Context: an optimization exercise on an open-source flow, tuned for small area. The choices shown serve that exercise and are no tape-out recipe.
RTL that was checked went through simulation tests only; none was proved equivalent to the original.
Power and IR drop assume default switching activity.

==> flow/design.v (excerpt) <==
module badapple_top(
    input clk,
    input rst,              
    output sck,             
    output reg miso,        
    output reg reset_oled,  
    output dc,              
    output reg sck_reg,     
    input rxd,              
    output st_init,
    output st_clear,
    output st_wait,
    output st_write,
    input  [15:0] sram_data_in,
    output reg [15:0] sram_data_out,
    output        sram_data_oe,
    output reg [18:0] sram_addr,
    output        sram_oe_r,
    output reg    sram_ce_r,
    output        sram_we_r,
    output        sram_ub_r,
    output        sram_lb_r,
    input keepgoing,
    output reg showdelay,
    input addr_reset
    );
make LEC_CHECK=0 CAP_MARGIN=20 CORE_MARGIN=2 CORE_UTILIZATION=40 PLACE_DENSITY=0.6 SLEW_MARGIN=20 finish   # period 10.0 ns
run.sh (not shown) runs the stock make flow with config.mk's settings and CLKGATE_MAP_FILE= SYNTH_SCRIPT=/design/flow/synth_recipe.tcl, a recipe that flattens the netlist after the stock synthesis.
Rerun with:
--- a/flow/design.v
+++ b/flow/design.v
@@ -115,29 +115,34 @@
             endcase
     wire rd_go = sck_rise & is_write & eng_done;
     wire byte_taken = rd_go & (u == 3'd0 | u == 3'd2);
     always @(posedge clk)
         if (~reset_oled) pos <= 0;
         else if (sck_rise & is_init & send_done & ~init_done) pos <= pos + 10'd1;
         else if (sck_rise & is_clear & e == 3'd0) pos <= 0;
         else if (sck_rise & is_clear & e == 3'd5) pos <= pos + 10'd1;
         else if (byte_taken) pos <= showdelay ? 10'd0 : pos + 10'd1;
-    wire [7:0] init_byte;
-    wire [15:0] ib7 = 16'b0000111111101111;
-    wire [15:0] ib6 = 16'b1111000111000010;
-    wire [15:0] ib5 = 16'b1111111100000001;
-    wire [15:0] ib4 = 16'b1001000110010010;
-    wire [15:0] ib3 = 16'b1100110011001001;
-    wire [15:0] ib2 = 16'b0101010001011011;
-    wire [15:0] ib1 = 16'b1111110001000001;
-    wire [15:0] ib0 = 16'b0101010111101010;
-    assign init_byte = {ib7[pos[3:0]], ib6[pos[3:0]], ib5[pos[3:0]], ib4[pos[3:0]],
-                        ib3[pos[3:0]], ib2[pos[3:0]], ib1[pos[3:0]], ib0[pos[3:0]]};
+    reg [7:0] init_byte;
+    always @(*)
+        case (pos[3:0])
+            4'd0: init_byte = 8'hae;
+            4'd1: init_byte = 8'hd5;
+            4'd2: init_byte = 8'h80;
+            4'd3: init_byte = 8'h8d;
+            4'd4: init_byte = 8'h14;
+            4'd5: init_byte = 8'h81;
+            4'd6: init_byte = 8'hcf;
+            4'd7: init_byte = 8'hd9;
+            4'd8: init_byte = 8'hf1;
+            4'd9: init_byte = 8'ha0;
+            4'd10: init_byte = 8'haf;
+            default: init_byte = 8'h00;
+        endcase
     wire spi_send = (is_init & reset_oled & ~init_done) |
                     (e != 3'd0 && e <= 3'd4);
     reg [7:0] spi_data;
     always @(*)
         case (e)
             3'd1: spi_data = {5'b10110, pos[9:7]};
             3'd2: spi_data = {5'b00010, pos[6:4]};
             3'd3: spi_data = {4'b0000, pos[3:0]};
             3'd4: spi_data = is_write ? hb : 8'h00;
What happened: Global-route usage drops by 1.7 points; die area climbs by a few percent; area after synthesis climbs by a few percent; setup slack degrades by 0.14 ns; wire length drops by a few percent; final area climbs by a few percent; final cell count climbs by a few percent.
No functional check of the RTL was part of the first run of this note.


The RTL this note starts from:
==> flow/design.v <==
module badapple_top(
    input clk,
    input rst,              
    output sck,             
    output reg miso,        
    output reg reset_oled,  
    output dc,              
    output reg sck_reg,     
    input rxd,              
    output st_init,
    output st_clear,
    output st_wait,
    output st_write,
    input  [15:0] sram_data_in,
    output reg [15:0] sram_data_out,
    output        sram_data_oe,
    output reg [18:0] sram_addr,
    output        sram_oe_r,
    output reg    sram_ce_r,
    output        sram_we_r,
    output        sram_ub_r,
    output        sram_lb_r,
    input keepgoing,
    output reg showdelay,
    input addr_reset
    );
    reg [5:0] p;
    wire p_end    = (p == 6'd50);
    wire sck_rise = p_end & ~sck_reg;
    wire sck_fall = p_end & sck_reg;
    wire pre_rise = (p == 6'd49) & ~sck_reg;    
    wire c50      = p[0] ^ sck_reg;             
    always @(posedge clk)
        if (rst) begin
            p <= 0;
            sck_reg <= 0;
        end else begin
            p <= p_end ? 6'd0 : p + 6'd1;
            if (p_end) sck_reg <= ~sck_reg;
        end
    localparam [9:0] UD_RESET = 10'h281, UD_END = 10'h166;
    reg [9:0] ud;
    wire uart_en = (ud == UD_END);
    always @(posedge clk)
        if (rst) ud <= UD_RESET;
        else if (uart_en) ud <= 10'd0;
        else ud <= {ud[8:0], ~(ud[9] ^ ud[6])};
    localparam [3:0] S_INIT  = 4'b1000,
                     S_CLEAR = 4'b1100,
                     S_LOAD  = 4'b0100,
                     S_WAIT  = 4'b0010,
                     S_WRITE = 4'b0001,
                     S_DELAY = 4'b1011;
    reg [3:0] st;
    assign {st_init, st_clear, st_wait, st_write} = st;
    wire is_init  = st[3] & ~st[2] & ~st[1];
    wire is_clear = st[3] & st[2];
    wire is_load  = ~st[3] & st[2];
    wire is_write = ~st[3] & st[0];
    wire is_play  = ~st[2] & (st[1] | st[0]);    
    reg [2:0]  e;       
    reg [9:0]  pos;     
    reg [2:0]  u;       
    reg [7:0]  cnt_lo;
    reg [11:0] cnt_hi;
    reg [7:0]  hb;      
    reg [7:0]  sr;      
    reg [3:0]  ss;      
    reg [3:0]  us;      
    reg [7:0]  rd;      
    reg        rmode;   
    reg        rp_d;
    reg [16:0] z;
    wire send_done = (ss == 4'd0);
    wire spi_data_ph = ss[3];
    wire cnt_ge = |cnt_hi;                          
    localparam [7:0] CLO_38 = 8'h4d, CLO_98 = 8'ha2, CLO_255 = 8'h80;
    wire [7:0]  cnt_lo_inc = {cnt_lo[6:0], cnt_lo[7] ^ cnt_lo[5] ^ cnt_lo[4] ^ cnt_lo[3] ^ (cnt_lo[6:0] == 7'd0)};
    wire [11:0] cnt_hi_inc = {cnt_hi[10:0], cnt_hi[11] ^ cnt_hi[10] ^ cnt_hi[9] ^ cnt_hi[3] ^ (cnt_hi[10:0] == 11'd0)};
    wire cnt_carry = (cnt_lo == CLO_255);
    wire k_0   = ~cnt_hi[0] & (cnt_lo == 8'd0);
    wire k_98  = ~cnt_hi[0] & (cnt_lo == CLO_98);
    wire k_294 = cnt_hi[0] & (cnt_lo == CLO_38);
    wire init_done = (pos[3:0] == 4'd11);
    wire eng_done = (e == 3'd6);
    always @(posedge clk)
        if (rst) reset_oled <= 0;
        else if (is_init & ~sck_reg) begin
            if (k_0 && p == 6'd10) reset_oled <= 1;
            else if (k_98 && p == 6'd4) reset_oled <= 0;
            else if (k_294 && p == 6'd12) reset_oled <= 1;
        end
    always @(posedge clk)
        if (rst) st <= S_INIT;
        else if (sck_rise)
            case (st)
                S_INIT:  if (init_done) st <= S_CLEAR;
                S_CLEAR: if (eng_done) st <= S_LOAD;
                S_LOAD:  if (u == 3'd6) st <= S_WRITE;
                S_WAIT:  st <= showdelay ? S_DELAY : S_WRITE;
                S_WRITE: if (eng_done) st <= S_WAIT;
                S_DELAY: if (!showdelay) st <= S_WRITE;
                default: st <= S_INIT;
            endcase
    wire load_end = sck_rise & is_load & (u == 3'd6);
    wire last_col = (pos == 10'h3ff);
    always @(posedge clk)
        if (rst) e <= 0;
        else if (sck_rise)
            case (e)
                3'd0: if (is_clear | is_write) e <= 3'd1;
                3'd1, 3'd2, 3'd3, 3'd4: if (send_done) e <= e + 3'd1;
                3'd5: e <= (is_clear & ~last_col) ? 3'd1 : 3'd6;
                default: e <= 3'd0;
            endcase
    wire rd_go = sck_rise & is_write & eng_done;
    wire byte_taken = rd_go & (u == 3'd0 | u == 3'd2);
    wire pos_inc = (sck_rise & is_init & send_done & ~init_done) |
                   (sck_rise & is_clear & e == 3'd5) | (byte_taken & ~showdelay);
    wire pos_clr = ~reset_oled | (sck_rise & is_clear & e == 3'd0) | (byte_taken & showdelay);
    always @(posedge clk)
        pos <= pos_clr ? 10'd0 : pos + {9'd0, pos_inc};
    wire [7:0] init_byte;
    wire [15:0] ib7 = 16'b0000111111101111;
    wire [15:0] ib6 = 16'b1111000111000010;
    wire [15:0] ib5 = 16'b1111111100000001;
    wire [15:0] ib4 = 16'b1001000110010010;
    wire [15:0] ib3 = 16'b1100110011001001;
    wire [15:0] ib2 = 16'b0101010001011011;
    wire [15:0] ib1 = 16'b1111110001000001;
    wire [15:0] ib0 = 16'b0101010111101010;
    assign init_byte = {ib7[pos[3:0]], ib6[pos[3:0]], ib5[pos[3:0]], ib4[pos[3:0]],
                        ib3[pos[3:0]], ib2[pos[3:0]], ib1[pos[3:0]], ib0[pos[3:0]]};
    wire spi_send = (is_init & reset_oled & ~init_done) |
                    (e != 3'd0 && e <= 3'd4);
    reg [7:0] spi_data;
    always @(*)
        case (e)
            3'd1: spi_data = {5'b10110, pos[9:7]};
            3'd2: spi_data = {5'b00010, pos[6:4]};
            3'd3: spi_data = {4'b0000, pos[3:0]};
            3'd4: spi_data = is_write ? hb : 8'h00;
            default: spi_data = init_byte;
        endcase
    always @(posedge clk)
        if (rst) ss <= 4'd6;
        else if (sck_rise) begin
            if (ss == 4'd6) begin
                if (spi_send) ss <= 4'd7;
            end else if (ss == 4'd0) ss <= 4'd6;
            else ss <= ss + 4'd1;
        end
    always @(posedge clk)
        if (rst) miso <= 0;
        else if (sck_fall & spi_data_ph) miso <= rd[7];
    always @(posedge clk)
        if (sck_fall) begin
            if (spi_data_ph) rd <= {rd[6:0], 1'b0};
            else if (spi_send) rd <= spi_data;
        end
    assign sck = spi_data_ph ? sck_reg : 1'b1;
    assign dc = (spi_data_ph | send_done) & (e == 3'd4);
    always @(posedge clk)
        if (rst) us <= 4'd7;
        else if (uart_en) begin
            if (us == 4'd7) begin
                if (!rxd) us <= 4'd8;
            end else if (us == 4'd0) begin
                if (rxd) us <= 4'd7;
            end else us <= us + 4'd1;
        end
    wire ack = (us == 4'd0);
    wire ack_rise = uart_en & (us == 4'd15);
    always @(posedge clk)
        if (rst) u <= 0;
        else if (load_end) u <= 0;
        else if (is_load) begin
            if (uart_en)
                case (u)
                    3'd0: if (ack) u <= 3'd1;
                    3'd1: u <= 3'd2;
                    3'd2: if (ack) u <= 3'd3;
                    3'd3: u <= 3'd4;
                    3'd4: u <= cnt_ge ? 3'd6 : 3'd5;
                    3'd5: u <= 3'd0;
                    default: u <= 3'd6;
                endcase
        end else if (sck_rise & is_play)
            case (u)
                3'd0: if (is_write & eng_done) u <= 3'd1;
                3'd1: u <= cnt_ge ? 3'd4 : 3'd2;
                3'd2: if (is_write & eng_done) u <= 3'd3;
                3'd3: u <= cnt_ge ? 3'd4 : 3'd0;
                default: u <= cnt_ge ? 3'd4 : 3'd0;
            endcase
    wire addr_inc = (is_load & uart_en & u == 3'd4 & ~cnt_ge) | (rd_go & u == 3'd0);
    wire addr_clr = rst | load_end | (rd_go & u == 3'd0 & addr_reset);
    always @(posedge clk)
        sram_addr <= addr_clr ? 19'd0 : sram_addr + {18'd0, addr_inc};
    wire write_done_rise = sck_rise & is_write & (e == 3'd5);
    wire cnt_step = is_init ? (sck_fall & ~k_294) :
                    is_load ? ack_rise : (write_done_rise & ~addr_reset);
    wire cnt_clr = rst | load_end | is_clear | (write_done_rise & addr_reset);
    always @(posedge clk)
        if (cnt_clr) begin
            cnt_lo <= 0;
            cnt_hi <= 0;
        end else if (cnt_step) begin
            cnt_lo <= cnt_lo_inc;
            if (cnt_carry) cnt_hi <= cnt_hi_inc;
        end
    always @(posedge clk)
        if (is_play) begin
            if (pre_rise & u == 3'd0) sr <= sram_data_in[7:0];
        end else if (uart_en & us[3]) sr <= {rxd, sr[7:1]};
    always @(posedge clk)
        if (is_play) begin
            if (pre_rise & u == 3'd0) hb <= sram_data_in[15:8];
            else if (pre_rise & u == 3'd2) hb <= sr;
        end else if (is_load & uart_en & u == 3'd1) hb <= sr;
    always @(posedge clk) sram_ce_r <= rst;
    always @(posedge clk)
        if (~c50) begin
            if (is_load) begin
                if (u == 3'd4) rmode <= 0;
            end else if (u == 3'd0) rmode <= 1;
        end
    assign sram_oe_r = sram_ce_r | ~rmode;
    assign sram_we_r = sram_ce_r | rmode;
    assign sram_ub_r = sram_ce_r;
    assign sram_lb_r = sram_ce_r;
    assign sram_data_oe = ~sram_we_r;
    always @(posedge clk)
        if (rst) sram_data_out <= 0;
        else if (c50 & is_load & u == 3'd4) sram_data_out <= {hb, sr};
    localparam [16:0] Z_END = 17'h00256;
    wire rp = is_load | (sram_addr[8:0] == 9'd0);
    wire delay_end = (z == Z_END) | (~showdelay & z[0]);
    always @(posedge clk)
        if (rst) begin
            showdelay <= 0;
            rp_d <= 0;
        end else begin
            rp_d <= rp;
            if (delay_end) showdelay <= 0;
            else if (rp & ~rp_d) showdelay <= 1;
        end
    always @(posedge clk)
        if (rst | ~(showdelay & keepgoing)) z <= 0;
        else z <= {z[15:0], ~(z[16] ^ z[13])};
endmodule
clock: 10.0 ns
lec_check: 0
cap_margin: 20
core_margin: 2
core_utilization: 40
cts_buf_list: sky130_fd_sc_hd__clkbuf_8
cts_cluster_diameter: 100
cts_cluster_size: 30
place_density: 0.6
slew_margin: 20
Change:
--- a/flow/design.v
+++ b/flow/design.v
@@ -114,13 +114,14 @@
                 default: e <= 3'd0;
             endcase
     wire rd_go = sck_rise & is_write & eng_done;
     wire byte_taken = rd_go & (u == 3'd0 | u == 3'd2);
-    wire pos_inc = (sck_rise & is_init & send_done & ~init_done) |
-                   (sck_rise & is_clear & e == 3'd5) | (byte_taken & ~showdelay);
-    wire pos_clr = ~reset_oled | (sck_rise & is_clear & e == 3'd0) | (byte_taken & showdelay);
-    always @(posedge clk)
-        pos <= pos_clr ? 10'd0 : pos + {9'd0, pos_inc};
+    always @(posedge clk)
+        if (~reset_oled) pos <= 0;
+        else if (sck_rise & is_init & send_done & ~init_done) pos <= pos + 10'd1;
+        else if (sck_rise & is_clear & e == 3'd0) pos <= 0;
+        else if (sck_rise & is_clear & e == 3'd5) pos <= pos + 10'd1;
+        else if (byte_taken) pos <= showdelay ? 10'd0 : pos + 10'd1;
     wire [7:0] init_byte;
     wire [15:0] ib7 = 16'b0000111111101111;
     wire [15:0] ib6 = 16'b1111000111000010;
     wire [15:0] ib5 = 16'b1111111100000001;
@@ -192,12 +193,12 @@
                 3'd2: if (is_write & eng_done) u <= 3'd3;
                 3'd3: u <= cnt_ge ? 3'd4 : 3'd0;
                 default: u <= cnt_ge ? 3'd4 : 3'd0;
             endcase
-    wire addr_inc = (is_load & uart_en & u == 3'd4 & ~cnt_ge) | (rd_go & u == 3'd0);
-    wire addr_clr = rst | load_end | (rd_go & u == 3'd0 & addr_reset);
-    always @(posedge clk)
-        sram_addr <= addr_clr ? 19'd0 : sram_addr + {18'd0, addr_inc};
+    always @(posedge clk)
+        if (rst | load_end) sram_addr <= 0;
+        else if (is_load & uart_en & u == 3'd4 & ~cnt_ge) sram_addr <= sram_addr + 19'd1;
+        else if (rd_go & u == 3'd0) sram_addr <= addr_reset ? 19'd0 : sram_addr + 19'd1;
     wire write_done_rise = sck_rise & is_write & (e == 3'd5);
     wire cnt_step = is_init ? (sck_fall & ~k_294) :
                     is_load ? ack_rise : (write_done_rise & ~addr_reset);
     wire cnt_clr = rst | load_end | is_clear | (write_done_rise & addr_reset);
Result: Sequential power barely changes. Synthesized area rose by 2.0%. Non-clock buffer count rose by 2. Clock-buffer cell count rose by 1. Routed wire length rose by 12%. Core utilization rose by 0.14 points. Maximum frequency rose by 3.7%. Flip-flop and latch count does not change. Setup slack is better by 160 ps. Cell area rose by 1.3%. Cell count rose by 2.8%. Power fell by 7.1%.
Function not checked in the second run of this note: the RTL went through the layout flow alone.

port drivers added, routing unchanged:
No port has a modelled driver above. Below, the same layouts with a new extraction and two added sets of constraints.
Step 1 assumes that a clkbuf_16 drives the clock port and a buf_2 every other input.
Step 2 adds t to the input delays and takes it off the output delays; t is the mean of the earliest and latest rising clock arrival at the registers after step 1. Input paths then give back, and output paths get back, about the clock's delay inside the block.
Slacks: no drivers / after step 1 / after step 2; pairs: no drivers / after step 1.
run	shift t [ns]	slack for setup (ns)	worst register clock-pin slew, ns
the first run of note 1	0.471	5.756 / 5.714 / 5.916	0.07 / 0.07
the second run of note 1	0.461	5.613 / 5.570 / 5.490	0.07 / 0.07
the first run of note 2	0.481	5.561 / 5.521 / 5.996	0.09 / 0.09
the second run of note 2	0.500	5.720 / 5.683 / 5.928	0.10 / 0.10
After both steps every run listed still meets setup and hold. For the second run of note 1, which loses most, drivers alone change the setup slack by -0.043 ns; drivers and shift together by -0.123 ns.
